This design comes from an exercise in tuning for small area, a short achievable clock period and few clock cycles on the open sky130 flow, not from production work.
In this exercise RTL edits were held to simulation tests only and were not proved equivalent to the original.
Power figures rest on the tool's default switching activity, not on a simulated workload.

==> flow/design.v <==
`default_nettype none
`timescale 1ns/1ns
module alu (
    input  wire [7:0] rs,
    input  wire [7:0] rt,
    input  wire       div_first,     
    input  wire [7:0] div_rem,       
    input  wire [7:0] div_quo,       
    output wire [7:0] sum,
    output wire [7:0] diff,
    output wire [7:0] prod,
    output wire [2:0] cmp,           
    output wire [7:0] div_rem_next,
    output wire [7:0] div_quo_next,
    output wire [7:0] div_result     
);
    assign sum  = rs + rt;
    assign diff = rs - rt;
    assign prod = rs * rt;
    assign cmp  = {$signed(rs) > $signed(rt), rs == rt, $signed(rs) < $signed(rt)};
    wire [7:0] ua = rs[7] ? -rs : rs;
    wire [7:0] ub = rt[7] ? -rt : rt;
    wire [7:0] rin = div_first ? 8'd0 : div_rem;
    wire [7:0] qin = div_first ? ua : div_quo;
    wire [7:0] sh  = {rin[6:0], qin[7]};
    wire       ge  = sh >= ub;
    assign div_rem_next = ge ? sh - ub : sh;
    assign div_quo_next = {qin[6:0], ge};
    assign div_result   = (rs[7] ^ rt[7]) ? -div_quo_next : div_quo_next;
endmodule
`default_nettype none
`timescale 1ns/1ns
module cache #(
    parameter NUM_LINES = 4
) (
    input  wire        clk,
    input  wire        reset,
    input  wire [7:0]  addr0,
    input  wire [7:0]  addr1,
    input  wire        alive0,
    input  wire        alive1,
    output wire        hit0,
    output wire        hit1,
    output wire [15:0] instruction0,
    output wire [15:0] instruction1,
    output reg         mem_read_valid,
    output wire [7:0]  mem_read_address,
    input  wire        mem_read_ready,
    input  wire [63:0] mem_read_data
);
    localparam IB = $clog2(NUM_LINES);
    localparam TB = 6 - IB;
    reg [64*NUM_LINES-1:0] data;
    reg [TB*NUM_LINES-1:0] tags;
    reg [NUM_LINES-1:0]    valid;
    reg [5:0]              line;      
    assign mem_read_address = {line, 2'b00};
    wire [IB-1:0] i0 = addr0[2 +: IB];
    wire [IB-1:0] i1 = addr1[2 +: IB];
    assign hit0 = valid[i0] && tags[TB*i0 +: TB] == addr0[7:2+IB];
    assign hit1 = valid[i1] && tags[TB*i1 +: TB] == addr1[7:2+IB];
    assign instruction0 = data[64*i0 + 16*addr0[1:0] +: 16];
    assign instruction1 = data[64*i1 + 16*addr1[1:0] +: 16];
    wire [5:0] c0 = addr0[7:2];
    wire [5:0] c1 = addr1[7:2];
    wire [5:0] c2 = addr0[7:2] + 6'd1;
    wire [5:0] c3 = addr1[7:2] + 6'd1;
    wire [23:0] cand = {c3, c2, c1, c0};
    wire [3:0]  cand_alive = {alive1, alive0, alive1, alive0};
    reg  [3:0]  want;
    integer k;
    always @(*) begin
        for (k = 0; k < 4; k = k + 1) begin
            want[k] = cand_alive[k]
                && !(valid[cand[6*k +: IB]] && tags[TB*cand[6*k +: IB] +: TB] == cand[6*k+IB +: TB])
                && !(mem_read_valid && line == cand[6*k +: 6]);
        end
    end
    wire [5:0] pick = want[0] ? c0 : want[1] ? c1 : want[2] ? c2 : c3;
    wire [IB-1:0] fi = line[IB-1:0];
    always @(posedge clk) begin
        if (reset) begin
            mem_read_valid <= 1'b0;
            line <= 6'd0;
            valid <= {NUM_LINES{1'b0}};
        end else begin
            if ((!mem_read_valid || mem_read_ready) && want != 4'd0) begin
                mem_read_valid <= 1'b1;
                line <= pick;
            end else if (mem_read_ready) begin
                mem_read_valid <= 1'b0;
            end
            if (mem_read_valid && mem_read_ready) begin
                valid[fi] <= 1'b1;
            end
        end
    end
    always @(posedge clk) begin
        if (mem_read_valid && mem_read_ready) begin
            data[64*fi +: 64] <= mem_read_data;
            tags[TB*fi +: TB] <= line[5:IB];
        end
    end
endmodule
`default_nettype none
`timescale 1ns/1ns
module pc (
    input  wire        clk,
    input  wire        reset,
    input  wire        commit,
    input  wire        is_br,
    input  wire        is_jump,
    input  wire        is_ssy,
    input  wire        is_sync,
    input  wire [2:0]  cond,
    input  wire [7:0]  imm,
    input  wire [7:0]  current_pc,
    input  wire [11:0] nzp,           
    output reg  [7:0]  next_pc,
    output reg  [3:0]  thread_mask
);
    reg [3:0]  en;        
    reg [1:0]  deep;      
    reg [3:0]  cm;        
    reg [3:0]  om;        
    reg [15:0] stm;       
    reg [7:0]  srt;       
    reg [31:0] sbpc;      
    reg  [3:0] cm_new;
    integer k;
    always @(*) begin
        for (k = 0; k < 4; k = k + 1)
            cm_new[k] = (nzp[3*k +: 3] & cond) != 3'b0;
    end
    wire [3:0] cm1   = is_ssy ? cm_new : cm;
    wire [3:0] om1   = is_ssy ? cm : om;
    wire       push  = is_ssy && deep != 2'd3;
    wire [3:0] en1   = push ? ((en == 4'd0) ? 4'd1 : {en[2:0], 1'b0}) : en;
    wire [1:0] deep1 = (push && en != 4'd0) ? deep + 2'd1 : deep;
    wire [1:0] dr = srt[2*deep1 +: 2];
    wire [7:0] pc_inc = current_pc + 8'd1;
    always @(*) begin
        if (is_br)
            next_pc = ((nzp[2:0] & cond) != 3'b0) ? imm : pc_inc;
        else if (is_jump)
            next_pc = imm;
        else if (is_ssy && cm1 == 4'd0)
            next_pc = imm;
        else if (is_sync && dr == 2'd2)
            next_pc = sbpc[8*deep1 +: 8];
        else
            next_pc = pc_inc;
    end
    reg [15:0] stm2;
    reg [7:0]  srt2;
    reg [31:0] sbpc2;
    integer i;
    always @(*) begin
        stm2 = stm;
        srt2 = srt;
        sbpc2 = sbpc;
        for (i = 0; i < 4; i = i + 1) begin
            if (en1[i]) begin
                if (is_ssy) begin
                    stm2[4*i +: 4] = cm1;
                    srt2[2*i +: 2] = (cm1 == 4'd0) ? 2'd1 : 2'd2;
                    sbpc2[8*i +: 8] = imm;
                end else if (is_sync) begin
                    stm2[4*i +: 4] = (srt[2*i +: 2] == 2'd2) ? (~stm[4*i +: 4] & om1) : om1;
                    srt2[2*i +: 2] = srt[2*i +: 2] - 2'd1;
                end
            end
        end
    end
    wire [3:0] tm2   = (en1 == 4'd0) ? 4'hF : stm2[4*deep1 +: 4];
    wire       pop   = is_sync && srt2[2*deep1 +: 2] == 2'd0;
    wire [3:0] en2   = pop ? {1'b0, en1[3:1]} : en1;
    wire [1:0] deep2 = pop ? deep1 - 2'd1 : deep1;
    always @(posedge clk) begin
        if (reset) begin
            en <= 4'd0;
            deep <= 2'd0;
            cm <= 4'hF;
            om <= 4'hF;
            stm <= 16'hFFFF;
            srt <= 8'd0;
            sbpc <= 32'd0;
            thread_mask <= 4'hF;
        end else if (commit) begin
            en <= en2;
            deep <= deep2;
            cm <= cm1;
            om <= om1;
            stm <= stm2;
            srt <= srt2;
            sbpc <= sbpc2;
            thread_mask <= tm2;
        end
    end
endmodule
`default_nettype none
`timescale 1ns/1ns
module registers #(
    parameter THREAD_ID = 0
) (
    input  wire       clk,
    input  wire       reset,
    input  wire [7:0] block_id,
    input  wire [2:0] thread_count,
    input  wire [3:0] rs_address,
    input  wire [3:0] rt_address,
    input  wire [3:0] rd_address,
    input  wire       write_enable,
    input  wire [7:0] write_data,
    output reg  [7:0] rs,
    output reg  [7:0] rt
);
    reg [7:0] r [0:12];
    genvar i;
    generate
        for (i = 0; i < 13; i = i + 1) begin : regs
            always @(posedge clk) begin
                if (reset)
                    r[i] <= 8'd0;
                else if (write_enable && rd_address == i)
                    r[i] <= write_data;
            end
        end
    endgenerate
    always @(*) begin
        case (rs_address)
            4'd13:   rs = block_id;
            4'd14:   rs = {5'd0, thread_count};
            4'd15:   rs = THREAD_ID;
            default: rs = r[rs_address];
        endcase
        case (rt_address)
            4'd13:   rt = block_id;
            4'd14:   rt = {5'd0, thread_count};
            4'd15:   rt = THREAD_ID;
            default: rt = r[rt_address];
        endcase
    end
endmodule
`default_nettype none
`timescale 1ns/1ns
module core #(
    parameter CORE_ID = 0
) (
    input  wire        clk,
    input  wire        reset,
    input  wire        go,             
    input  wire [2:0]  thread_count,
    input  wire [7:0]  block_id,
    output wire [7:0]  fetch_address,
    input  wire        fetch_hit,
    input  wire [15:0] fetch_instruction,
    output reg         read_valid,
    output reg  [7:0]  read_address,
    input  wire        read_ready,
    input  wire [31:0] read_data,
    output wire [3:0]  store_pending,
    output wire [31:0] store_address,
    output wire [31:0] store_data,
    input  wire [3:0]  store_grant,
    output reg         done
);
    localparam OP_CMP = 4'd2, OP_ADD = 4'd3, OP_SUB = 4'd4, OP_MUL = 4'd5, OP_DIV = 4'd6,
               OP_LDR = 4'd7, OP_STR = 4'd8, OP_CONST = 4'd9, OP_MOVC = 4'd10, OP_SSY = 4'd11,
               OP_SYNC = 4'd12, OP_JUMP = 4'd13, OP_BR = 4'd1, OP_RET = 4'd15;
    reg  [7:0]  pc_r;
    reg  [15:0] ir;
    reg         ir_valid;
    reg         phase;         
    reg  [2:0]  div_step;
    reg  [3:0]  pend;          
    wire [3:0] op  = ir[15:12];
    wire [3:0] rd  = ir[11:8];
    wire [3:0] rsa = ir[7:4];
    wire [3:0] rta = ir[3:0];
    wire [7:0] imm = ir[7:0];
    wire is_cmp   = op == OP_CMP;
    wire is_add   = op == OP_ADD;
    wire is_sub   = op == OP_SUB;
    wire is_mul   = op == OP_MUL;
    wire is_div   = op == OP_DIV;
    wire is_ldr   = op == OP_LDR;
    wire is_str   = op == OP_STR;
    wire is_const = op == OP_CONST;
    wire is_movc  = op == OP_MOVC;
    wire is_ret   = op == OP_RET;
    wire run = go && ir_valid && !done;
    wire [3:0] thread_mask;
    wire [3:0] en = thread_mask & {thread_count > 3'd3, thread_count > 3'd2,
                                   thread_count > 3'd1, thread_count != 3'd0};
    wire [31:0] rsv;
    wire [31:0] rtv;
    wire [11:0] nzp;
    wire [3:0]  match;
    wire [3:0] ld_rem  = pend & ~match;
    wire       ld_wait = run && is_ldr && phase;
    wire       ld_last = ld_wait && read_ready && ld_rem == 4'd0;
    wire [3:0] st_pe   = phase ? pend : en;
    wire [3:0] st_rem  = st_pe & ~store_grant;
    assign store_pending = (run && is_str) ? st_pe : 4'd0;
    assign store_address = rsv;
    assign store_data    = rtv;
    wire commit = run && (is_ldr ? (phase ? ld_last : en == 4'd0) :
                          is_str ? st_rem == 4'd0 :
                          is_div ? (phase && div_step == 3'd7) : 1'b1);
    function automatic [1:0] lowest(input [3:0] m);
        lowest = m[0] ? 2'd0 : m[1] ? 2'd1 : m[2] ? 2'd2 : 2'd3;
    endfunction
    wire [1:0] ld_first_t = lowest(en);
    wire [1:0] ld_next_t  = lowest(ld_rem);
    wire [7:0] next_pc;
    pc pc_instance (
        .clk        (clk),
        .reset      (reset),
        .commit     (commit),
        .is_br      (op == OP_BR),
        .is_jump    (op == OP_JUMP),
        .is_ssy     (op == OP_SSY),
        .is_sync    (op == OP_SYNC),
        .cond       (ir[11:9]),
        .imm        (imm),
        .current_pc (pc_r),
        .nzp        (nzp),
        .next_pc    (next_pc),
        .thread_mask(thread_mask)
    );
    assign fetch_address = ir_valid ? next_pc : pc_r;
    always @(posedge clk) begin
        if (reset) begin
            pc_r <= 8'd0;
            ir <= 16'd0;
            ir_valid <= 1'b0;
            done <= 1'b0;
        end else if (commit) begin
            pc_r <= next_pc;
            ir <= fetch_instruction;
            ir_valid <= fetch_hit;
            if (is_ret) done <= 1'b1;
        end else if (!ir_valid) begin
            ir <= fetch_instruction;
            ir_valid <= fetch_hit;
        end
    end
    always @(posedge clk) begin
        if (reset) begin
            phase <= 1'b0;
            div_step <= 3'd0;
            pend <= 4'd0;
            read_valid <= 1'b0;
            read_address <= 8'd0;
        end else if (run) begin
            if (is_ldr) begin
                if (!phase) begin
                    if (en != 4'd0) begin
                        phase <= 1'b1;
                        pend <= en;
                        read_valid <= 1'b1;
                        read_address <= rsv[8*ld_first_t +: 8];
                    end
                end else if (read_ready) begin
                    pend <= ld_rem;
                    if (ld_rem == 4'd0) begin
                        read_valid <= 1'b0;
                        phase <= 1'b0;
                    end else begin
                        read_address <= rsv[8*ld_next_t +: 8];
                    end
                end
            end else if (is_str) begin
                pend <= st_rem;
                phase <= st_rem != 4'd0;
            end else if (is_div) begin
                div_step <= phase ? div_step + 3'd1 : 3'd1;
                phase <= !(phase && div_step == 3'd7);
            end
        end
    end
    genvar t;
    generate
        for (t = 0; t < 4; t = t + 1) begin : threads
            wire [7:0] rs = rsv[8*t +: 8];
            wire [7:0] rt = rtv[8*t +: 8];
            wire [7:0] sum, diff, prod, dres, drem_n, dquo_n;
            wire [2:0] cmp;
            reg  [7:0] drem, dquo;
            reg  [2:0] nzp_r;
            wire [7:0] wd;
            wire       we;
            alu alu_instance (
                .rs          (rs),
                .rt          (rt),
                .div_first   (!phase),
                .div_rem     (drem),
                .div_quo     (dquo),
                .sum         (sum),
                .diff        (diff),
                .prod        (prod),
                .cmp         (cmp),
                .div_rem_next(drem_n),
                .div_quo_next(dquo_n),
                .div_result  (dres)
            );
            always @(posedge clk) begin
                if (run && is_div) begin
                    drem <= drem_n;
                    dquo <= dquo_n;
                end
            end
            always @(posedge clk) begin
                if (reset)
                    nzp_r <= 3'd0;
                else if (commit && is_cmp && en[t])
                    nzp_r <= cmp;
            end
            assign nzp[3*t +: 3] = nzp_r;
            wire [7:0] ld_off = rs - read_address;
            assign match[t] = pend[t] && ld_off[7:2] == 6'd0;
            wire [7:0] ld_byte = read_data[8*ld_off[1:0] +: 8];
            wire movc_ok = (nzp_r & ir[3:1]) != 3'd0;
            wire wr_op = is_add || is_sub || is_mul || is_div || is_const || (is_movc && movc_ok);
            assign we = (commit && en[t] && wr_op) || (ld_wait && read_ready && match[t]);
            assign wd = is_ldr   ? ld_byte :
                        is_const ? imm :
                        is_movc  ? rs :
                        is_div   ? dres :
                        is_add   ? sum :
                        is_sub   ? diff : prod;
            registers #(
                .THREAD_ID(t)
            ) register_instance (
                .clk         (clk),
                .reset       (reset),
                .block_id    (block_id),
                .thread_count(thread_count),
                .rs_address  (rsa),
                .rt_address  (rta),
                .rd_address  (rd),
                .write_enable(we),
                .write_data  (wd),
                .rs          (rsv[8*t +: 8]),
                .rt          (rtv[8*t +: 8])
            );
        end
    endgenerate
endmodule
`default_nettype none
`timescale 1ns/1ns
module gpu (
    input  wire        clk,
    input  wire        reset,
    input  wire        start,
    output reg         done,
    input  wire        device_control_write_enable,
    input  wire [15:0] device_control_data,
    output wire [0:0]  program_mem_read_valid,
    output wire [7:0]  program_mem_read_address,
    input  wire [0:0]  program_mem_read_ready,
    input  wire [63:0] program_mem_read_data,
    output wire [1:0]  data_mem_read_valid,
    output wire [15:0] data_mem_read_address,
    input  wire [1:0]  data_mem_read_ready,
    input  wire [63:0] data_mem_read_data,
    output reg  [1:0]  data_mem_write_valid,
    output reg  [15:0] data_mem_write_address,
    output reg  [15:0] data_mem_write_data,
    input  wire [1:0]  data_mem_write_ready
);
    reg [2:0] count0, count1;
    always @(posedge clk) begin
        if (reset) begin
            count0 <= 3'd0;
            count1 <= 3'd0;
        end else if (device_control_write_enable) begin
            count0 <= device_control_data[2:0];
            count1 <= device_control_data[10:8];
        end
    end
    wire has0 = count0 != 3'd0;
    wire has1 = count1 != 3'd0;
    wire [7:0] block_id1 = {7'd0, has0};
    wire [1:0]  core_done;
    wire [15:0] fetch_address;
    wire [1:0]  fetch_hit;
    wire [31:0] fetch_instruction;
    wire [7:0]  store_pending;
    wire [63:0] store_address;
    wire [63:0] store_data;
    wire [7:0]  store_grant;
    wire alive0 = !core_done[0] && !(start && !has0);
    wire alive1 = !core_done[1] && !(start && !has1);
    cache #(
        .NUM_LINES(4)
    ) icache (
        .clk             (clk),
        .reset           (reset),
        .addr0           (fetch_address[7:0]),
        .addr1           (fetch_address[15:8]),
        .alive0          (alive0),
        .alive1          (alive1),
        .hit0            (fetch_hit[0]),
        .hit1            (fetch_hit[1]),
        .instruction0    (fetch_instruction[15:0]),
        .instruction1    (fetch_instruction[31:16]),
        .mem_read_valid  (program_mem_read_valid[0]),
        .mem_read_address(program_mem_read_address),
        .mem_read_ready  (program_mem_read_ready[0]),
        .mem_read_data   (program_mem_read_data)
    );
    core #(.CORE_ID(0)) core0 (
        .clk              (clk),
        .reset            (reset),
        .go               (start && has0),
        .thread_count     (count0),
        .block_id         (8'd0),
        .fetch_address    (fetch_address[7:0]),
        .fetch_hit        (fetch_hit[0]),
        .fetch_instruction(fetch_instruction[15:0]),
        .read_valid       (data_mem_read_valid[0]),
        .read_address     (data_mem_read_address[7:0]),
        .read_ready       (data_mem_read_ready[0]),
        .read_data        (data_mem_read_data[31:0]),
        .store_pending    (store_pending[3:0]),
        .store_address    (store_address[31:0]),
        .store_data       (store_data[31:0]),
        .store_grant      (store_grant[3:0]),
        .done             (core_done[0])
    );
    core #(.CORE_ID(1)) core1 (
        .clk              (clk),
        .reset            (reset),
        .go               (start && has1),
        .thread_count     (count1),
        .block_id         (block_id1),
        .fetch_address    (fetch_address[15:8]),
        .fetch_hit        (fetch_hit[1]),
        .fetch_instruction(fetch_instruction[31:16]),
        .read_valid       (data_mem_read_valid[1]),
        .read_address     (data_mem_read_address[15:8]),
        .read_ready       (data_mem_read_ready[1]),
        .read_data        (data_mem_read_data[63:32]),
        .store_pending    (store_pending[7:4]),
        .store_address    (store_address[63:32]),
        .store_data       (store_data[63:32]),
        .store_grant      (store_grant[7:4]),
        .done             (core_done[1])
    );
    wire [1:0] wfree = ~data_mem_write_valid | data_mem_write_ready;
    reg  [7:0] grant;
    reg  [2:0] sel [0:1];
    reg  [1:0] any;
    integer ch, j;
    reg [2:0] slot;
    always @(*) begin
        grant = 8'd0;
        for (ch = 0; ch < 2; ch = ch + 1) begin
            any[ch] = 1'b0;
            sel[ch] = 3'd0;
            for (j = 3; j >= 0; j = j - 1) begin
                case (j)
                    0: slot = ch;
                    1: slot = ch + 2;
                    2: slot = 4 + (1 - ch);
                    default: slot = 4 + (3 - ch);
                endcase
                if (store_pending[slot]) begin
                    any[ch] = 1'b1;
                    sel[ch] = slot;
                end
            end
            if (wfree[ch] && any[ch])
                grant[sel[ch]] = 1'b1;
        end
    end
    assign store_grant = grant;
    always @(posedge clk) begin
        if (reset) begin
            data_mem_write_valid <= 2'b00;
            data_mem_write_address <= 16'd0;
            data_mem_write_data <= 16'd0;
        end else begin
            for (ch = 0; ch < 2; ch = ch + 1) begin
                if (wfree[ch] && any[ch]) begin
                    data_mem_write_valid[ch] <= 1'b1;
                    data_mem_write_address[8*ch +: 8] <= store_address[8*sel[ch] +: 8];
                    data_mem_write_data[8*ch +: 8] <= store_data[8*sel[ch] +: 8];
                end else if (data_mem_write_ready[ch]) begin
                    data_mem_write_valid[ch] <= 1'b0;
                end
            end
        end
    end
    wire fin = (core_done[0] || !has0) && (core_done[1] || !has1) && (has0 || has1);
    wire idle = (!program_mem_read_valid[0] || program_mem_read_ready[0])
             && (!data_mem_read_valid[0] || data_mem_read_ready[0])
             && (!data_mem_read_valid[1] || data_mem_read_ready[1])
             && (!data_mem_write_valid[0] || data_mem_write_ready[0])
             && (!data_mem_write_valid[1] || data_mem_write_ready[1]);
    always @(posedge clk) begin
        if (reset)
            done <= 1'b0;
        else if (start && fin && idle)
            done <= 1'b1;
    end
endmodule
==> flow/run.sh <==
#!/bin/bash
# synth_recipe.tcl (not shown) runs the flow's synth.tcl, then flattens the netlist and writes it again
# the make line also repeats each setting of config.mk as NAME=value (left out here)
make -C /OpenROAD-flow-scripts/flow DESIGN_CONFIG=/design/flow/config.mk WORK_HOME=/design/flow/orfs CLKGATE_MAP_FILE= SYNTH_SCRIPT=/design/flow/synth_recipe.tcl finish
==> flow/config.mk <==
export PLATFORM = sky130hd
export DESIGN_NAME = gpu
export DESIGN_NICKNAME = gpu
export VERILOG_FILES = /design/flow/design.v
export SDC_FILE = /design/flow/constraint.sdc
export NUM_CORES = 4
export LEC_CHECK = 0
export CAP_MARGIN = 20
export CORE_MARGIN = 2
export CORE_UTILIZATION = 40
export SLEW_MARGIN = 20
==> flow/constraint.sdc <==
create_clock -name core_clock -period 18.0 [get_ports {clk}]
set_input_delay 3.6000 -clock core_clock [delete_from_list [all_inputs] [get_ports {clk}]]
set_output_delay 3.6000 -clock core_clock [all_outputs]
set_load 0.01 [all_outputs]
==> flow_summary.json, run 1 <==
{
  "status": "no timing/DRC/antenna violations",
  "critPathBufInv": 4,
  "r2r_start": "core1.ir[7]$_SDFFE_PP0P_",
  "drt_iter0_drc": 15820,
  "die_y_microns": 523.2,
  "cts_tree": "built",
  "dpl.hpwl_microns": 333300,
  "dieWidth_microns": 523.2,
  "endpoint_kind": "register",
  "cpMostUsedCell": "o21ai_0",
  "async_flop_share": 0,
  "cap_violations": 0,
  "cp-start-kind": "register",
  "fin_crit_sh": 0.5859,
  "synth.most_common_cell": "nand2_1",
  "ant_nets": 0,
  "cts_hold_buf": 0,
  "std_cell_rows": 190,
  "finalWirelength_microns": 489600,
  "root_buffer": "clkbuf_16",
  "grt_setup_unrepaired": "false",
  "syn_area_per_cell_sq_um": 8.207,
  "fmax_ghz": 0.09482,
  "p_per_area_mw_per_mm2": 102.8,
  "rr_worst_depth": 28,
  "r2r-end": "core1.threads[2].register_instance.r[2][6]$_SDFFE_PP0P_",
  "cts.reportedPaths.clkPinSlew_ns": 0.06,
  "ys_warn_count": 14,
  "synth_area_leaders": "dfxtp_1 21%, edfxtp_1 11%, nand2_1 5.6%, ha_1 4.8%, mux4_2 4.7%",
  "synth-edff-count": 392,
  "synthTopCellsByCount": "1611 x nand2_1, 1315 x nor2_1, 1142 x dfxtp_1",
  "utilization": 0.4490,
  "remaining_drc_errors": 0,
  "synth.top_cell.area_share": 0.2120,
  "cp_data_arrival_time_ns": 11.26,
  "worst-setup-path-type": "register to register",
  "max_stage_delay_ns": 0.96,
  "dieArea_sq_mm": 0.2737,
  "io_pins": 215,
  "post_cts_buffers": 0,
  "numCtsBuffers": 186,
  "setup-tns-final_ns": 0,
  "holdPathEnd": "core0.pc_instance.sbpc[18]$_SDFFE_PP0P_",
  "post_cts_resized": 0,
  "final_max_slew_viol_count": 0,
  "max_slew_margin": 0.1273,
  "synth_ff_type": "dfxtp_1",
  "drtPass1Iterations": 10,
  "path_delay_family": "compound AO/OA/AOI/OAI gates",
  "avgViaCountPerCell": 6.437,
  "peakVddDrop_v": 0.00007953,
  "syn-instance-count": 13140,
  "synth_seq_area_share": 0.3212,
  "num_vias": 107400,
  "cp_data_required_time_ns": 18.71,
  "overflow": 0,
  "hold_viol": 0,
  "cp_max_fo": 52,
  "reg2reg_setup_slack_ns": 7.45,
  "hold_depth": 2,
  "grt_start_max_net_pins": 164,
  "antenna_found_initial": 24,
  "clock_latency_ns": 0.94,
  "synth-seq-cells": 1534,
  "syn_area_sq_mm": 0.1078,
  "place_congestion": 1.026,
  "tightest_slew_ns": 1.295,
  "synth.distinct_cells": 136,
  "grt_pass1_wl_microns": 699500,
  "synth_area_leader_cell": "dfxtp_1",
  "clk_path_buf_depth": 4,
  "layout-drive-gt1-share": 0.1016,
  "finalClockSkew_ns": 0.1015,
  "portBuffers": 202,
  "wl_per_cell_microns": 29.35,
  "cellLeakagePower_nw": 44.61,
  "cp_slowest_cell": "o21ai_1",
  "initial_core_util": 0.4021,
  "grt_pass1_vias": 98640,
  "hold_path.class": "register to register",
  "final-setup-viol-count": 0,
  "hp-start": "core0.pc_instance.sbpc[18]$_SDFFE_PP0P_",
  "cts_sinks": 1534,
  "htree_levels": 4,
  "nets": 13660,
  "min_period_ns": 10.55,
  "core_area_sq_mm": 0.2682,
  "syn_to_final_growth_pct": 11.65,
  "track_usage": 0.3436
}
==> worst max-delay path by stage <==
stage | start | to | slack, ns | cells after the start
CTS | core1.ir[7]$_SDFFE_PP0P_ | core1.threads[2].register_instance.r[2][6]$_SDFFE_PP0P_ | 8.02 | 28
floorplan | program_mem_read_ready[0] | icache.data[0]$_DFFE_PP_ | 6.10 | 2
global route | core1.ir[7]$_SDFFE_PP0P_ | core1.threads[2].register_instance.r[2][6]$_SDFFE_PP0P_ | 7.31 | 28
detailed placement | start | core1.threads[2].register_instance.r[4][2]$_SDFFE_PP0P_ | 7.82 | 14
global placement | start | core1.threads[2].register_instance.r[4][3]$_SDFFE_PP0P_ | 7.85 | 15
finish | core1.ir[7]$_SDFFE_PP0P_ | core1.threads[2].register_instance.r[2][6]$_SDFFE_PP0P_ | 7.45 | 28
==> worst reg2reg max path, delay by kind of cell, from the launching register on <==
kind / cells / cell delay (ns)
xor gates and xnor gates: 1 / 0.10
buffers and inverters: 4 / 2.11
adders and majority gates: 3 / 1.06
DFF: 1 / 0.60
and+or+nand+nor: 4 / 1.31
AOI/OAI and AO/OA: 16 / 5.17
==> sequential cells by signal, indices dropped and copies added, names as in the netlist, 28 cells and up <==
signal	cells
core0.pc_instance.sbpc	32
core0.threads.dquo	32
core0.threads.drem	28
core0.threads.register_instance.r	416
core1.pc_instance.sbpc	32
core1.threads.dquo	32
core1.threads.drem	28
core1.threads.register_instance.r	416
icache.data	256
==> cells by family after synthesis <==
kind of cell | after synthesis | synth area share
other cells | 1 | 0.00003478
buf+inv | 1799 | 0.06859
flops | 1534 | 0.3212
compound gates | 3887 | 0.2397
fa+ha+maj | 548 | 0.07243
simple gates | 4431 | 0.1870
mux | 555 | 0.07867
xor+xnor | 384 | 0.03242
==> area by class of cell <==
| cell class | count | area (sq um) |
|---|---|---|
| Tap cell | 3552 | 4444 |
| Timing Repair Buffer | 610 | 5131 |
| Clock buffer | 270 | 5469 |
| Sequential cell | 1534 | 34680 |
| Antenna cell | 21 | 52.55 |
| Inverter | 819 | 3089 |
| Clock inverter | 69 | 924.6 |
| Multi-Input combinational cell | 9807 | 66600 |
| Fill cell | 26630 | 147800 |
==> layout by cell type (no fill, tap or decap), types with 320 or more instances in the layout <==
cell type     n
inv_1       775
ha_1        413
nand3_1     519
a211oi_1    320
o21ai_0     935
dfxtp_1    1124
nor2_1     1298
buf_4       403
nand2_1    1610
a22oi_1     370
edfxtp_1    392
a21oi_1     798
==> metal layers <==
layer,part of all wire,routed length (microns),vias to the layer above,global-route usage
met5,0.00030,149,-,0
li1,-,-,47340,-
met3,0.13,65450,1657,0.1066
met2,0.40,197600,7194,0.4874
met4,0.073,35670,24,0.2094
met1,0.39,190700,51170,0.4540
==> report_power, final <==
| part | switching [mW] | internal [mW] | total [mW] |
|---|---|---|---|
| clock network | 1.69 | 2.36 | 4.05 |
| registers | 0.0889 | 3.65 | 3.74 |
| logic | 3.11 | 1.47 | 4.58 |
| total | 4.89 | 7.48 | 12.4 |
==> per-stage QoR <==
stage | power (mW) | hold slack (ns) | cell area [sq um] | setup slack (ns) | cells
after floorplan | 6.589 | 0.4331 | 107800 | 6.096 | 13140
after global placement | 8.173 | 0.4377 | 113900 | 7.855 | 16320
after detailed placement | 8.177 | 0.4447 | 113900 | 7.817 | 16320
after CTS | 12.20 | 0.4528 | 120300 | 8.019 | 16660
after global routing | 12.74 | 0.4691 | 120400 | 7.308 | 16670
final | 12.37 | 0.4531 | 120400 | 7.453 | 16680
Testbench counts, summed over its fixed seeds: cycles 20,558.
==> run 2: changes to the inputs <==
--- a/flow/design.v
+++ b/flow/design.v
@@ -10,3 +10,4 @@
     output wire [7:0] diff,
-    output wire [7:0] prod,
+    output wire [7:0] mul_lo,        
+    output wire [7:0] prod,          
     output wire [2:0] cmp,           
@@ -14,2 +15,3 @@
     output wire [7:0] div_quo_next,
+    output wire [7:0] div_abs_rt,    
     output wire [7:0] div_result     
@@ -18,13 +20,19 @@
     assign diff = rs - rt;
-    assign prod = rs * rt;
+    assign mul_lo = rs * rt[3:0];
+    wire [3:0] mul_hi = rs[3:0] * rt[7:4];
+    assign prod = div_rem + {mul_hi, 4'd0};
     assign cmp  = {$signed(rs) > $signed(rt), rs == rt, $signed(rs) < $signed(rt)};
     wire [7:0] ua = rs[7] ? -rs : rs;
-    wire [7:0] ub = rt[7] ? -rt : rt;
+    assign div_abs_rt = rt[7] ? -rt : rt;
+    wire [7:0] ub  = div_first ? div_abs_rt : rt;
     wire [7:0] rin = div_first ? 8'd0 : div_rem;
     wire [7:0] qin = div_first ? ua : div_quo;
-    wire [7:0] sh  = {rin[6:0], qin[7]};
-    wire       ge  = sh >= ub;
-    assign div_rem_next = ge ? sh - ub : sh;
-    assign div_quo_next = {qin[6:0], ge};
-    assign div_result   = (rs[7] ^ rt[7]) ? -div_quo_next : div_quo_next;
+    wire [7:0] sh1 = {rin[6:0], qin[7]};
+    wire       ge1 = sh1 >= ub;
+    wire [7:0] r1  = ge1 ? sh1 - ub : sh1;
+    wire [7:0] sh2 = {r1[6:0], qin[6]};
+    wire       ge2 = sh2 >= ub;
+    assign div_rem_next = ge2 ? sh2 - ub : sh2;
+    assign div_quo_next = {qin[5:0], ge1, ge2};
+    assign div_result   = rs[7] ? -div_quo : div_quo;
 endmodule
@@ -59,6 +67,9 @@
     wire [IB-1:0] i1 = addr1[2 +: IB];
-    assign hit0 = valid[i0] && tags[TB*i0 +: TB] == addr0[7:2+IB];
-    assign hit1 = valid[i1] && tags[TB*i1 +: TB] == addr1[7:2+IB];
-    assign instruction0 = data[64*i0 + 16*addr0[1:0] +: 16];
-    assign instruction1 = data[64*i1 + 16*addr1[1:0] +: 16];
+    wire fill = mem_read_valid && mem_read_ready;
+    wire chit0 = valid[i0] && tags[TB*i0 +: TB] == addr0[7:2+IB];
+    wire chit1 = valid[i1] && tags[TB*i1 +: TB] == addr1[7:2+IB];
+    assign hit0 = chit0 || (fill && line == addr0[7:2]);
+    assign hit1 = chit1 || (fill && line == addr1[7:2]);
+    assign instruction0 = chit0 ? data[64*i0 + 16*addr0[1:0] +: 16] : mem_read_data[16*addr0[1:0] +: 16];
+    assign instruction1 = chit1 ? data[64*i1 + 16*addr1[1:0] +: 16] : mem_read_data[16*addr1[1:0] +: 16];
     wire [5:0] c0 = addr0[7:2];
@@ -119,3 +130,4 @@
     output reg  [7:0]  next_pc,
-    output reg  [3:0]  thread_mask
+    output reg  [3:0]  thread_mask,
+    output wire [3:0]  thread_mask_next    
 );
@@ -175,2 +187,3 @@
     wire [3:0] tm2   = (en1 == 4'd0) ? 4'hF : stm2[4*deep1 +: 4];
+    assign thread_mask_next = tm2;
     wire       pop   = is_sync && srt2[2*deep1 +: 2] == 2'd0;
@@ -255,2 +268,3 @@
     output wire [7:0]  fetch_address,
+    output wire        fetch_alive,
     input  wire        fetch_hit,
@@ -267,8 +281,17 @@
 );
-    localparam OP_CMP = 4'd2, OP_ADD = 4'd3, OP_SUB = 4'd4, OP_MUL = 4'd5, OP_DIV = 4'd6,
-               OP_LDR = 4'd7, OP_STR = 4'd8, OP_CONST = 4'd9, OP_MOVC = 4'd10, OP_SSY = 4'd11,
-               OP_SYNC = 4'd12, OP_JUMP = 4'd13, OP_BR = 4'd1, OP_RET = 4'd15;
-    reg  [7:0]  pc_r;
+    localparam OP_BR = 4'd1, OP_CMP = 4'd2, OP_ADD = 4'd3, OP_SUB = 4'd4, OP_MUL = 4'd5,
+               OP_DIV = 4'd6, OP_LDR = 4'd7, OP_STR = 4'd8, OP_CONST = 4'd9, OP_MOVC = 4'd10,
+               OP_SSY = 4'd11, OP_SYNC = 4'd12, OP_JUMP = 4'd13, OP_RET = 4'd15;
     reg  [15:0] ir;
+    reg  [7:0]  fpc;           
     reg         ir_valid;
+    reg         stopped;       
+    wire [3:0] r_op  = ir[15:12];
+    wire       r_jump = r_op == OP_JUMP || r_op == OP_BR;    
+    wire       r_ret = r_op == OP_RET;
+    reg  [15:0] xr;            
+    reg  [7:0]  xpc;
+    reg         x_valid;
+    reg  [31:0] opa;           
+    reg  [31:0] opb;           
     reg         phase;         
@@ -276,7 +299,5 @@
     reg  [3:0]  pend;          
-    wire [3:0] op  = ir[15:12];
-    wire [3:0] rd  = ir[11:8];
-    wire [3:0] rsa = ir[7:4];
-    wire [3:0] rta = ir[3:0];
-    wire [7:0] imm = ir[7:0];
+    wire [3:0] op  = xr[15:12];
+    wire [3:0] rd  = xr[11:8];
+    wire [7:0] imm = xr[7:0];
     wire is_cmp   = op == OP_CMP;
@@ -291,6 +312,9 @@
     wire is_ret   = op == OP_RET;
-    wire run = go && ir_valid && !done;
+    wire is_ctl   = op == OP_BR || op == OP_SSY || op == OP_SYNC;
+    wire run = go && x_valid && !done;
     wire [3:0] thread_mask;
-    wire [3:0] en = thread_mask & {thread_count > 3'd3, thread_count > 3'd2,
-                                   thread_count > 3'd1, thread_count != 3'd0};
+    wire [3:0] thread_mask_next;
+    wire [3:0] count_mask = {thread_count > 3'd3, thread_count > 3'd2,
+                             thread_count > 3'd1, thread_count != 3'd0};
+    wire [3:0] en = thread_mask & count_mask;
     wire [31:0] rsv;
@@ -299,2 +323,4 @@
     wire [3:0]  match;
+    wire [3:0]  we;
+    wire [31:0] wd;
     wire [3:0] ld_rem  = pend & ~match;
@@ -305,7 +331,9 @@
     assign store_pending = (run && is_str) ? st_pe : 4'd0;
-    assign store_address = rsv;
-    assign store_data    = rtv;
+    assign store_address = opa;
+    assign store_data    = opb;
     wire commit = run && (is_ldr ? (phase ? ld_last : en == 4'd0) :
                           is_str ? st_rem == 4'd0 :
-                          is_div ? (phase && div_step == 3'd7) : 1'b1);
+                          is_div ? (phase && div_step == 3'd4) :
+                          is_mul ? phase : 1'b1);
+    wire alu_commit = run && (is_div ? (phase && div_step == 3'd4) : is_mul ? phase : 1'b1);
     function automatic [1:0] lowest(input [3:0] m);
@@ -313,3 +341,7 @@
     endfunction
-    wire [1:0] ld_first_t = lowest(en);
+    wire [3:0] en_in = (x_valid ? thread_mask_next : thread_mask) & count_mask;
+    wire [1:0] ld_first_t = lowest(en_in);
+    wire       ld_enter = advance && ir[15:12] == OP_LDR && en_in != 4'd0;
+    wire [31:0] opa_next;
+    wire [31:0] opb_next;
     wire [1:0] ld_next_t  = lowest(ld_rem);
@@ -324,21 +356,25 @@
         .is_sync    (op == OP_SYNC),
-        .cond       (ir[11:9]),
+        .cond       (xr[11:9]),
         .imm        (imm),
-        .current_pc (pc_r),
+        .current_pc (xpc),
         .nzp        (nzp),
         .next_pc    (next_pc),
-        .thread_mask(thread_mask)
+        .thread_mask(thread_mask),
+        .thread_mask_next(thread_mask_next)
     );
-    assign fetch_address = ir_valid ? next_pc : pc_r;
+    wire mispredict = run && is_ctl && next_pc != fpc;
+    wire advance = go && ir_valid && !stopped && (!x_valid || commit) && !done && !mispredict;
+    assign fetch_address = !ir_valid ? fpc :
+                           r_jump ? ir[7:0] : fpc + 8'd1;
+    assign fetch_alive = !stopped && !done;
     always @(posedge clk) begin
         if (reset) begin
-            pc_r <= 8'd0;
             ir <= 16'd0;
+            fpc <= 8'd0;
             ir_valid <= 1'b0;
-            done <= 1'b0;
-        end else if (commit) begin
-            pc_r <= next_pc;
-            ir <= fetch_instruction;
-            ir_valid <= fetch_hit;
-            if (is_ret) done <= 1'b1;
+            stopped <= 1'b0;
+        end else if (mispredict) begin
+            fpc <= next_pc;
+            ir_valid <= 1'b0;
+            stopped <= 1'b0;
         end else if (!ir_valid) begin
@@ -346,2 +382,28 @@
             ir_valid <= fetch_hit;
+        end else if (advance) begin
+            if (r_ret) begin
+                stopped <= 1'b1;
+                ir_valid <= 1'b0;
+            end else begin
+                fpc <= fetch_address;
+                ir <= fetch_instruction;
+                ir_valid <= fetch_hit;
+            end
+        end
+    end
+    always @(posedge clk) begin
+        if (reset) begin
+            xr <= 16'd0;
+            xpc <= 8'd0;
+            x_valid <= 1'b0;
+            done <= 1'b0;
+        end else begin
+            if (advance) begin
+                xr <= ir;
+                xpc <= fpc;
+                x_valid <= 1'b1;
+            end else if (commit) begin
+                x_valid <= 1'b0;
+            end
+            if (commit && is_ret) done <= 1'b1;
         end
@@ -355,12 +417,10 @@
             read_address <= 8'd0;
+        end else if (ld_enter) begin
+            phase <= 1'b1;
+            pend <= en_in;
+            read_valid <= 1'b1;
+            read_address <= opa_next[8*ld_first_t +: 8];
         end else if (run) begin
             if (is_ldr) begin
-                if (!phase) begin
-                    if (en != 4'd0) begin
-                        phase <= 1'b1;
-                        pend <= en;
-                        read_valid <= 1'b1;
-                        read_address <= rsv[8*ld_first_t +: 8];
-                    end
-                end else if (read_ready) begin
+                if (phase && read_ready) begin
                     pend <= ld_rem;
@@ -370,3 +430,3 @@
                     end else begin
-                        read_address <= rsv[8*ld_next_t +: 8];
+                        read_address <= opa[8*ld_next_t +: 8];
                     end
@@ -378,3 +438,5 @@
                 div_step <= phase ? div_step + 3'd1 : 3'd1;
-                phase <= !(phase && div_step == 3'd7);
+                phase <= !(phase && div_step == 3'd4);
+            end else if (is_mul) begin
+                phase <= !phase;
             end
@@ -382,2 +444,6 @@
     end
+    wire [3:0] r_rs = ir[7:4];
+    wire [3:0] r_rt = ir[3:0];
+    wire fwd_s = rd == r_rs && r_rs < 4'd13;
+    wire fwd_t = rd == r_rt && r_rt < 4'd13;
     genvar t;
@@ -385,5 +451,5 @@
         for (t = 0; t < 4; t = t + 1) begin : threads
-            wire [7:0] rs = rsv[8*t +: 8];
-            wire [7:0] rt = rtv[8*t +: 8];
-            wire [7:0] sum, diff, prod, dres, drem_n, dquo_n;
+            wire [7:0] a = opa[8*t +: 8];
+            wire [7:0] b = opb[8*t +: 8];
+            wire [7:0] sum, diff, mul_lo, prod, dres, drem_n, dquo_n, dabs_b;
             wire [2:0] cmp;
@@ -391,7 +457,5 @@
             reg  [2:0] nzp_r;
-            wire [7:0] wd;
-            wire       we;
             alu alu_instance (
-                .rs          (rs),
-                .rt          (rt),
+                .rs          (a),
+                .rt          (b),
                 .div_first   (!phase),
@@ -401,2 +465,3 @@
                 .diff        (diff),
+                .mul_lo      (mul_lo),
                 .prod        (prod),
@@ -405,2 +470,3 @@
                 .div_quo_next(dquo_n),
+                .div_abs_rt  (dabs_b),
                 .div_result  (dres)
@@ -408,5 +474,7 @@
             always @(posedge clk) begin
-                if (run && is_div) begin
+                if (run && is_div && !(phase && div_step == 3'd4)) begin
                     drem <= drem_n;
                     dquo <= dquo_n;
+                end else if (run && is_mul && !phase) begin
+                    drem <= mul_lo;
                 end
@@ -420,14 +488,25 @@
             assign nzp[3*t +: 3] = nzp_r;
-            wire [7:0] ld_off = rs - read_address;
+            wire [7:0] ld_off = a - read_address;
             assign match[t] = pend[t] && ld_off[7:2] == 6'd0;
             wire [7:0] ld_byte = read_data[8*ld_off[1:0] +: 8];
-            wire movc_ok = (nzp_r & ir[3:1]) != 3'd0;
+            wire movc_ok = (nzp_r & xr[3:1]) != 3'd0;
             wire wr_op = is_add || is_sub || is_mul || is_div || is_const || (is_movc && movc_ok);
-            assign we = (commit && en[t] && wr_op) || (ld_wait && read_ready && match[t]);
-            assign wd = is_ldr   ? ld_byte :
-                        is_const ? imm :
-                        is_movc  ? rs :
-                        is_div   ? dres :
-                        is_add   ? sum :
-                        is_sub   ? diff : prod;
+            assign we[t] = (alu_commit && en[t] && wr_op) || (ld_wait && read_ready && match[t]);
+            assign wd[8*t +: 8] = is_ldr   ? ld_byte :
+                                  is_const ? imm :
+                                  is_movc  ? a :
+                                  is_div   ? dres :
+                                  is_add   ? sum :
+                                  is_sub   ? diff : prod;
+            assign opa_next[8*t +: 8] = (we[t] && fwd_s) ? wd[8*t +: 8] : rsv[8*t +: 8];
+            assign opb_next[8*t +: 8] = (we[t] && fwd_t) ? wd[8*t +: 8] : rtv[8*t +: 8];
+            always @(posedge clk) begin
+                if (advance) begin
+                    opa[8*t +: 8] <= opa_next[8*t +: 8];
+                    opb[8*t +: 8] <= opb_next[8*t +: 8];
+                end else if (run && is_div && !phase) begin
+                    opa[8*t+7] <= a[7] ^ b[7];
+                    opb[8*t +: 8] <= dabs_b;
+                end
+            end
             registers #(
@@ -439,7 +518,7 @@
                 .thread_count(thread_count),
-                .rs_address  (rsa),
-                .rt_address  (rta),
+                .rs_address  (r_rs),
+                .rt_address  (r_rt),
                 .rd_address  (rd),
-                .write_enable(we),
-                .write_data  (wd),
+                .write_enable(we[t]),
+                .write_data  (wd[8*t +: 8]),
                 .rs          (rsv[8*t +: 8]),
@@ -484,2 +563,9 @@
     wire has1 = count1 != 3'd0;
+    reg started;
+    always @(posedge clk) begin
+        if (reset)
+            started <= 1'b0;
+        else
+            started <= start;
+    end
     wire [7:0] block_id1 = {7'd0, has0};
@@ -493,4 +579,5 @@
     wire [7:0]  store_grant;
-    wire alive0 = !core_done[0] && !(start && !has0);
-    wire alive1 = !core_done[1] && !(start && !has1);
+    wire [1:0] fetch_alive;
+    wire alive0 = fetch_alive[0] && !(started && !has0);
+    wire alive1 = fetch_alive[1] && !(started && !has1);
     cache #(
@@ -516,3 +603,3 @@
         .reset            (reset),
-        .go               (start && has0),
+        .go               (started && has0),
         .thread_count     (count0),
@@ -520,2 +607,3 @@
         .fetch_address    (fetch_address[7:0]),
+        .fetch_alive      (fetch_alive[0]),
         .fetch_hit        (fetch_hit[0]),
@@ -535,3 +623,3 @@
         .reset            (reset),
-        .go               (start && has1),
+        .go               (started && has1),
         .thread_count     (count1),
@@ -539,2 +627,3 @@
         .fetch_address    (fetch_address[15:8]),
+        .fetch_alive      (fetch_alive[1]),
         .fetch_hit        (fetch_hit[1]),
@@ -605,3 +694,3 @@
             done <= 1'b0;
-        else if (start && fin && idle)
+        else if (started && fin && idle)
             done <= 1'b1;
==> flow/flow/run.sh (new file) <==
#!/bin/bash
# Layout flow: the standard layout (standard.sh, unchanged synthesis, floorplan, placement,
# CTS and routing) with one setting changed: repair_timing is asked for 11.5 ns of setup slack
# (SETUP_SLACK_MARGIN) against the design's 18 ns clock, so that it sizes and buffers the paths
# that limit the achieved period. The SDC, clock period and all other settings are the standard flow's.
# make's full output goes to flow_make.log here; ORFS's per-step logs stay under orfs/logs.
set -euo pipefail
bash standard.sh SETUP_SLACK_MARGIN=11.5 finish > flow_make.log 2>&1
==> flow/standard.sh (new file) <==
#!/bin/bash
# synth_recipe.tcl (not shown) runs the flow's synth.tcl, then flattens the netlist and writes it again
# the make line also repeats each setting of config.mk as NAME=value (left out here)
make -C /OpenROAD-flow-scripts/flow DESIGN_CONFIG=/design/flow/config.mk WORK_HOME=/design/flow/orfs CLKGATE_MAP_FILE= SYNTH_SCRIPT=/design/flow/synth_recipe.tcl "${@:-finish}"
removed: flow/run.sh
==> flow_summary.json, run 2 <==
{
  "status": "no timing/DRC/antenna violations",
  "setup-tns-final_ns": 0,
  "endpoint_kind": "register",
  "dieWidth_microns": 551.6,
  "async_flop_share": 0,
  "syn_area_sq_mm": 0.1199,
  "antenna_found_initial": 41,
  "synth_area_leader_cell": "dfxtp_1",
  "min_period_ns": 6.624,
  "synth_seq_area_share": 0.3316,
  "hold_path.class": "register to register",
  "combPwrFrac": 0.161,
  "numCtsBuffers": 202,
  "synth_area_leaders": "dfxtp_1 20%, edfxtp_1 13%, mux2i_1 7.2%, nor2_1 5.0%, nand2_1 5.0%",
  "crit_path_start": "data_mem_read_ready[1]",
  "layout-drive-gt1-share": 0.09632,
  "root_buffer": "clkbuf_16",
  "htree_levels": 4,
  "place_congestion": 1.024,
  "cts_sinks": 1723,
  "reg.largest.list": "core0.threads.register_instance.r: 416 flops, core1.threads.register_instance.r: 416 flops, icache.data: 256 flops",
  "synth_ff_type": "dfxtp_1",
  "worst-setup-path-type": "input pin to register",
  "clock_latency_ns": 0.94,
  "dieArea_sq_mm": 0.3043,
  "syn_to_final_growth_pct": 12.18,
  "grt_pass1_wl_microns": 730500,
  "track_usage": 0.3180,
  "cp_data_arrival_time_ns": 7.26,
  "ys_warn_count": 14,
  "tightest_slew_ns": 1.359,
  "cp_slowest_cell": "clkdlybuf4s50_1",
  "hold_viol": 0,
  "initial_core_util": 0.4011,
  "wl_per_cell_microns": 27.98,
  "max_slew_margin": 0.09197,
  "grt_start_max_net_pins": 220,
  "finalWirelength_microns": 504700,
  "seq_power_share": 0.408,
  "synth-seq-cells": 1723,
  "final_max_slew_viol_count": 0,
  "peakVddDrop_v": 0.0001097,
  "grt_setup_unrepaired": "true",
  "synth-edff-count": 528,
  "mostFrequentLayoutCell": "nand2_1",
  "std_cell_rows": 201,
  "most-common-layout-cells": "1578 x nand2_1, 1570 x nor2_1, 1193 x dfxtp_1",
  "r2r_start": "core1.opa[0]$_DFFE_PN_",
  "synth.distinct_cells": 112,
  "cts.reportedPaths.clkPinSlew_ns": 0.07,
  "utilization": 0.4500,
  "finalClockSkew_ns": 0.07487,
  "nets": 14650,
  "syn-instance-count": 14140,
  "reg2reg_setup_slack_ns": 11.53,
  "cts_tree": "built",
  "synthTopCellsByCount": "1607 x nor2_1, 1584 x nand2_1, 1195 x dfxtp_1",
  "finalPower_mw": 10.18,
  "cellLeakagePower_nw": 54.05,
  "clk_path_buf_depth": 4,
  "cap_violations": 0,
  "fmax_ghz": 0.1510,
  "drtPass1Iterations": 12,
  "overflow": 0,
  "whs_ns": 0.4261,
  "portBuffers": 202,
  "num_vias": 115200,
  "dpl.hpwl_microns": 337700,
  "synth.top_cell.area_share": 0.1995,
  "cp-endpoint": "core1.opb[13]$_DFFE_PP_",
  "path_delay_family": "simple AND/OR/NAND/NOR gates",
  "cts_hold_buf": 0,
  "worstPathCellList": "clkdlybuf4s50_1 -> nand3_1 -> nor2_2 -> and2_1 -> a31oi_2 -> buf_4 -> nand2b_1 -> o2111ai_1 -> o211ai_1 -> a21boi_0",
  "fin_crit_sh": 0.3680,
  "grt_pass1_vias": 107000,
  "cp_data_required_time_ns": 18.64,
  "core_area_sq_mm": 0.2990,
  "r2r-end": "core1.opa[7]$_DFFE_PP_",
  "die_y_microns": 551.6,
  "ant_nets": 0,
  "remaining_drc_errors": 0,
  "avgViaCountPerCell": 6.384,
  "cp-start-kind": "input pin",
  "max_stage_delay_ns": 0.75,
  "synth.most_common_cell": "nor2_1",
  "dpl_cell_area_sq_mm": 0.1265,
  "fin_area_sq_mm": 0.1346,
  "p_int_mw": 7.116,
  "drt_iter0_drc": 16820,
  "syn_area_per_cell_sq_um": 8.484,
  "io_pins": 215,
  "final-setup-viol-count": 0,
  "p_per_area_mw_per_mm2": 75.64,
  "path_depth": 10,
  "p_sw_mw": 3.061,
  "power.share.switching": 0.3007,
  "clkPwrFrac": 0.432,
  "rr_worst_depth": 17,
  "cp_max_fo": 16,
  "critPathBufInv": 2
}
[run 2: worst min path at each step]
stage                     slack (ns)  cells past startpoint                                 start                                   end
final                           0.43                      2  core0.pc_instance.cm[3]$_SDFFE_PP1P_  core0.pc_instance.om[3]$_SDFFE_PP1P_
after global routing            0.47                      2  core0.pc_instance.cm[3]$_SDFFE_PP1P_  core0.pc_instance.om[3]$_SDFFE_PP1P_
after CTS                       0.45                      2  core0.pc_instance.cm[3]$_SDFFE_PP1P_  core0.pc_instance.om[3]$_SDFFE_PP1P_
after detailed placement        0.46                      2              core1.xr[3]$_SDFFE_PP0N_              core1.xr[3]$_SDFFE_PP0N_
after global placement          0.45                      2              core1.xr[3]$_SDFFE_PP0N_              core1.xr[3]$_SDFFE_PP0N_
after floorplan                 0.43                      2             core1.ir[10]$_SDFFE_PP0P_             core1.xr[10]$_SDFFE_PP0N_
[run 2: routing by layer]
metal | GRT usage | up-vias | share of wire
met5 | 0 | - | 0.00043
met3 | 0.08583 | 1586 | 0.13
met1 | 0.4289 | 55290 | 0.40
met2 | 0.4663 | 7130 | 0.42
li1 | - | 51110 | -
met4 | 0.1585 | 32 | 0.059
[run 2: area by class of cell]
type	instances	area [sq um]
clock inverters	78	933.4
repair inverters	1	8.758
clock buffers	288	6032
multi-input cells	10670	74560
well taps	3958	4952
inverters	678	2587
flip-flops and latches	1723	39790
fillers	29300	164500
diodes	13	32.53
repair buffers	633	5667
[run 2: cells by family after synthesis]
| family | count (synthesis) | share of synthesized area |
|---|---|---|
| AND/OR/NAND/NOR | 4580 | 0.1685 |
| adder cells (fa/ha/maj) | 595 | 0.06958 |
| other | 1 | 0.00003126 |
| flip-flops | 1723 | 0.3316 |
| AO/OA/AOI/OAI | 3807 | 0.2129 |
| buffers and inverters | 1750 | 0.05573 |
| multiplexers | 1177 | 0.1243 |
| XOR/XNOR | 505 | 0.03728 |
[run 2: tightest hold or removal path, stage by stage (launching register included)]
cell     delay (ns)
dfxtp_1        0.33
nand2_1        0.05
nand3_1        0.06
[run 2: stage by stage]
step | instances | worst slack (ns)
after floorplan | 14140 | 11.56
after global placement | 17600 | 9.419
after detailed placement | 17600 | 9.370
after CTS | 17980 | 11.48
after global routing | 18030 | 11.45
final | 18040 | 11.38
[run 2: what timing repair did]
item                                    in CTS  in global routing
endpoints found under the hold margin        0                  0
cloned                                       1                  5
resized for setup                           60                 74
endpoints found under the setup margin     594                487
pin swaps                                    4                  9
setup buffers                               11                 39
[run 2: power groups by stage]
stage | clock [mW] | combinational (mW) | sequential, mW
after floorplan | 0 | 0.888 | 4.19
after global placement | 0 | 1.53 | 4.23
after detailed placement | 0 | 1.54 | 4.23
after CTS | 4.43 | 1.55 | 4.15
after global routing | 4.57 | 1.68 | 4.16
final | 4.39 | 1.63 | 4.15
Testbench counts of run 2, summed over its fixed seeds: cycles 19,739.
==> run 3: changes to the inputs <==
--- a/flow/design.v
+++ b/flow/design.v
@@ -5,2 +5,3 @@
     input  wire [7:0] rt,
+    input  wire       sub,           
     input  wire       div_first,     
@@ -8,5 +9,3 @@
     input  wire [7:0] div_quo,       
-    output wire [7:0] sum,
-    output wire [7:0] diff,
-    output wire [7:0] mul_lo,        
+    output wire [7:0] sum,           
     output wire [7:0] prod,          
@@ -18,8 +17,8 @@
 );
-    assign sum  = rs + rt;
-    assign diff = rs - rt;
-    assign mul_lo = rs * rt[3:0];
-    wire [3:0] mul_hi = rs[3:0] * rt[7:4];
-    assign prod = div_rem + {mul_hi, 4'd0};
-    assign cmp  = {$signed(rs) > $signed(rt), rs == rt, $signed(rs) < $signed(rt)};
+    wire [8:0] s9 = {rs[7], rs} + ({9{sub}} ^ {rt[7], rt}) + {8'd0, sub};
+    assign sum  = s9[7:0];
+    assign prod = rs * rt;
+    wire lt = s9[8];
+    wire eq = rs == rt;
+    assign cmp  = {!lt && !eq, eq, lt};
     wire [7:0] ua = rs[7] ? -rs : rs;
@@ -334,6 +333,5 @@
     wire commit = run && (is_ldr ? (phase ? ld_last : en == 4'd0) :
-                          is_str ? st_rem == 4'd0 :
-                          is_div ? (phase && div_step == 3'd4) :
-                          is_mul ? phase : 1'b1);
-    wire alu_commit = run && (is_div ? (phase && div_step == 3'd4) : is_mul ? phase : 1'b1);
+                          is_str ? (phase ? pend == 4'd0 : en == 4'd0) :
+                          is_div ? (phase && div_step == 3'd4) : 1'b1);
+    wire alu_commit = run && (is_div ? (phase && div_step == 3'd4) : 1'b1);
     function automatic [1:0] lowest(input [3:0] m);
@@ -435,3 +433,3 @@
                 pend <= st_rem;
-                phase <= st_rem != 4'd0;
+                phase <= !(phase ? pend == 4'd0 : en == 4'd0);
             end else if (is_div) begin
@@ -439,4 +437,2 @@
                 phase <= !(phase && div_step == 3'd4);
-            end else if (is_mul) begin
-                phase <= !phase;
             end
@@ -453,3 +449,3 @@
             wire [7:0] b = opb[8*t +: 8];
-            wire [7:0] sum, diff, mul_lo, prod, dres, drem_n, dquo_n, dabs_b;
+            wire [7:0] sum, prod, dres, drem_n, dquo_n, dabs_b;
             wire [2:0] cmp;
@@ -460,2 +456,3 @@
                 .rt          (b),
+                .sub         (is_sub || is_cmp),
                 .div_first   (!phase),
@@ -464,4 +461,2 @@
                 .sum         (sum),
-                .diff        (diff),
-                .mul_lo      (mul_lo),
                 .prod        (prod),
@@ -477,4 +472,2 @@
                     dquo <= dquo_n;
-                end else if (run && is_mul && !phase) begin
-                    drem <= mul_lo;
                 end
@@ -498,4 +491,3 @@
                                   is_div   ? dres :
-                                  is_add   ? sum :
-                                  is_sub   ? diff : prod;
+                                  is_mul   ? prod : sum;
             assign opa_next[8*t +: 8] = (we[t] && fwd_s) ? wd[8*t +: 8] : rsv[8*t +: 8];
==> flow/flow/run.sh (replaced) <==
#!/bin/bash
# Layout flow: the standard layout (standard.sh, unchanged synthesis, floorplan, placement,
# CTS and routing) with one setting changed: repair_timing is asked for 13 ns of setup slack
# (SETUP_SLACK_MARGIN) against the design's 18 ns clock, so that it sizes and buffers the paths
# that limit the achieved period. The SDC, clock period and all other settings are the standard flow's.
# make's full output goes to flow_make.log here; ORFS's per-step logs stay under orfs/logs.
set -euo pipefail
bash standard.sh SETUP_SLACK_MARGIN=13 finish > flow_make.log 2>&1
==> flow_summary.json, run 3 <==
{
  "worst-setup-path-type": "input pin to register",
  "cp_max_fo": 5,
  "initial_core_util": 0.4016,
  "synth_area_leaders": "dfxtp_1 20%, edfxtp_1 13%, mux2i_1 7.0%, nand2_1 5.7%, nor2_1 5.0%",
  "remaining_drc_errors": 0,
  "portBuffers": 202,
  "finalWirelength_microns": 520200,
  "track_usage": 0.3246,
  "clock_latency_ns": 0.98,
  "cts.reportedPaths.clkPinSlew_ns": 0.06,
  "synth_ff_type": "dfxtp_1",
  "ys_warn_count": 14,
  "antenna_found_initial": 45,
  "final-setup-viol-count": 0,
  "grt_setup_unrepaired": "true",
  "die_y_microns": 549.9,
  "syn_area_sq_mm": 0.1192,
  "synth.distinct_cells": 103,
  "cts_sinks": 1715,
  "max_slew_margin": 0.01217,
  "so.violations": "capacitance limit",
  "cp_data_required_time_ns": 18.82,
  "mostFrequentLayoutCell": "nand2_1",
  "wl_per_cell_microns": 27.65,
  "synth-edff-count": 520,
  "endpoint_kind": "register",
  "syn-instance-count": 14540,
  "overflow": 0,
  "synthTopCellsByCount": "1821 x nand2_1, 1597 x nor2_1, 1195 x dfxtp_1",
  "status": "failed layout checks",
  "dieArea_sq_mm": 0.3024,
  "peakVddDrop_v": 0.00008902,
  "final_max_slew_viol_count": 0,
  "hold_path.class": "register to register",
  "synth_area_leader_cell": "dfxtp_1",
  "finalClockSkew_ns": 0.1101,
  "most-common-layout-cells": "1757 x nand2_1, 1507 x nor2_1, 1126 x dfxtp_1",
  "dpl.hpwl_microns": 328100,
  "fin_crit_sh": 0.2850,
  "cp-start-kind": "input pin",
  "hold_viol": 0,
  "grt_pass1_vias": 109700,
  "cp_data_arrival_time_ns": 5.95,
  "place_congestion": 0.9854,
  "tightest_slew_ns": 1.474,
  "synth.top_cell.area_share": 0.2007,
  "clk_path_buf_depth": 4,
  "synth.most_common_cell": "nand2_1",
  "layout-drive-gt1-share": 0.1544,
  "setup-tns-final_ns": 0,
  "synth-seq-cells": 1715,
  "fmax_ghz": 0.1949,
  "cellLeakagePower_nw": 56.44,
  "root_buffer": "clkbuf_16",
  "avgViaCountPerCell": 6.403,
  "numCtsBuffers": 203,
  "synth_seq_area_share": 0.3317,
  "nets": 15430,
  "num_vias": 120500,
  "ant_nets": 0,
  "std_cell_rows": 200,
  "async_flop_share": 0,
  "io_pins": 215,
  "grt_pass1_wl_microns": 743100,
  "drt_iter0_drc": 18110,
  "dieWidth_microns": 549.9,
  "min_period_ns": 5.131,
  "cts_tree": "built",
  "p_per_area_mw_per_mm2": 77.15,
  "whs_ns": 0.4669,
  "core_area_sq_mm": 0.2968,
  "htree_levels": 4,
  "drtPass1Iterations": 15,
  "reg.largest.list": "core0.threads.register_instance.r: 416 flops, core1.threads.register_instance.r: 416 flops, icache.data: 256 flops",
  "grt_start_max_net_pins": 207,
  "cap_violations": 1,
  "syn_to_final_growth_pct": 18.96,
  "syn_area_per_cell_sq_um": 8.200
}
run 3: final timing paths:
path                                  start                                 end  slack (ns)  cells after the start
setup / recovery     data_mem_read_ready[0]  core0.read_address[2]$_SDFFE_PP0P_       12.87                     11
hold / removal    core0.xpc[7]$_SDFFE_PP0N_           core0.xpc[7]$_SDFFE_PP0N_        0.47                      2
setup reg to reg     core0.opa[8]$_DFFE_PN_            core0.ir[9]$_SDFFE_PP0P_       12.90                     16
hold reg to reg   core0.xpc[7]$_SDFFE_PP0N_           core0.xpc[7]$_SDFFE_PP0N_        0.47                      2
run 3: where the power goes:
group / leakage, nW / total (mW) / switching [mW] / internal (mW)
Clock: 3.41 / 4.37 / 1.88 / 2.49
Combinational: 38.5 / 2.41 / 1.73 / 0.688
Sequential: 14.5 / 4.16 / 0.0770 / 4.08
run 3: kinds of logic after synthesis:
logic type                 after synthesis  synth area share
muxes                                  990           0.09328
and+or+nand+nor                       5050            0.1884
other                                    1        0.00003146
DFF                                   1715            0.3317
buffers and inverters                 1814           0.05776
adders and majority gates              582           0.06916
xor gates and xnor gates               589           0.04381
AOI/OAI and AO/OA                     3794            0.2159
run 3: repair_timing:
item / CTS / global route
buffers inserted: 345 / 178
endpoints found under the hold margin: 0 / 0
cloned: 7 / 11
endpoints found under the setup margin: 1707 / 874
hold buffers: 0 / 0
gates resized for setup: 873 / 457
pin swaps: 83 / 250
run 3: metal layers:
| layer | up-vias | routed length [microns] | global-route usage |
|---|---|---|---|
| met5 | - | 356 | 0.0001583 |
| met1 | 57600 | 206300 | 0.4466 |
| met4 | 56 | 29950 | 0.1549 |
| li1 | 52940 | - | - |
| met3 | 1770 | 75240 | 0.1024 |
| met2 | 8111 | 208400 | 0.4563 |
run 3: layout make-up:
class | count | area [sq um]
Fill cell | 28500 | 155000
Timing Repair inverter | 3 | 25.02
Inverter | 651 | 2550
Tap cell | 3939 | 4928
Antenna cell | 20 | 50.05
Timing Repair Buffer | 1109 | 10290
Clock buffer | 286 | 6018
Multi-Input combinational cell | 11010 | 77320
Clock inverter | 84 | 913.4
Sequential cell | 1715 | 39690
run 3: worst max-delay path, cell delays in order:
cell,delay (ns)
buf_12,0.11
nand3_4,0.09
nor2_4,0.18
nand2_2,0.09
a2111o_1,0.50
and2_4,0.21
nor2_4,0.24
mux2i_4,0.32
a221oi_4,0.12
a2111oi_4,0.42
a211oi_1,0.07
run 3: metrics by stage:
stage | cell area (sq um) | cells | worst slack, ns | utilization | power (mW)
2_1_floorplan | 120500 | 14540 | 12.57 | - | 5.419
3_3_place_gp | 126200 | 17880 | 10.11 | 0.4251 | 6.359
3_5_place_dp | 126200 | 17890 | 10.07 | 0.4251 | 6.369
4_1_cts | 138000 | 18610 | 12.74 | 0.4651 | 10.75
5_1_grt | 141700 | 18800 | 12.78 | 0.4776 | 11.17
6_report | 141800 | 18820 | 12.87 | 0.4778 | 10.94
Testbench counts of run 3, summed over its fixed seeds: cycles 19,076.

## port drivers added, routing unchanged
Ports are ideal in the flow. The routed layouts listed here were re-timed in OpenROAD.
Step 1 (the two cells are an assumption about what drives the block):
set clk [get_ports {clk}]
set_driving_cell -lib_cell sky130_fd_sc_hd__clkbuf_16 $clk
set_driving_cell -lib_cell sky130_fd_sc_hd__buf_2 [delete_from_list [all_inputs] $clk]
Step 2, shift: input delay + t, output delay - t, t = (earliest + latest rising clock arrival at the registers) / 2. This alone moves slack from input paths to output paths.
Slacks: no drivers / after step 1 / after step 2; pairs: no drivers / after step 1.
run | shift t [ns] | setup WS [ns] | worst setup path at the end | latest minus earliest clock arrival (ns) | worst data-port slew with drivers (ns)
run 1 | 0.984 | 7.453 / 7.453 / 7.349 | input to register | 0.102 / 0.102 | 0.20
run 2 | 1.006 | 11.376 / 11.456 / 10.451 | input to register | 0.086 / 0.085 | 0.17
run 3 | 1.027 | 12.869 / 12.789 / 11.770 | input to register | 0.114 / 0.114 | 0.25
The setup slack of run 3, which loses most, moves by -0.080 ns with the drivers and by -1.099 ns with both steps.
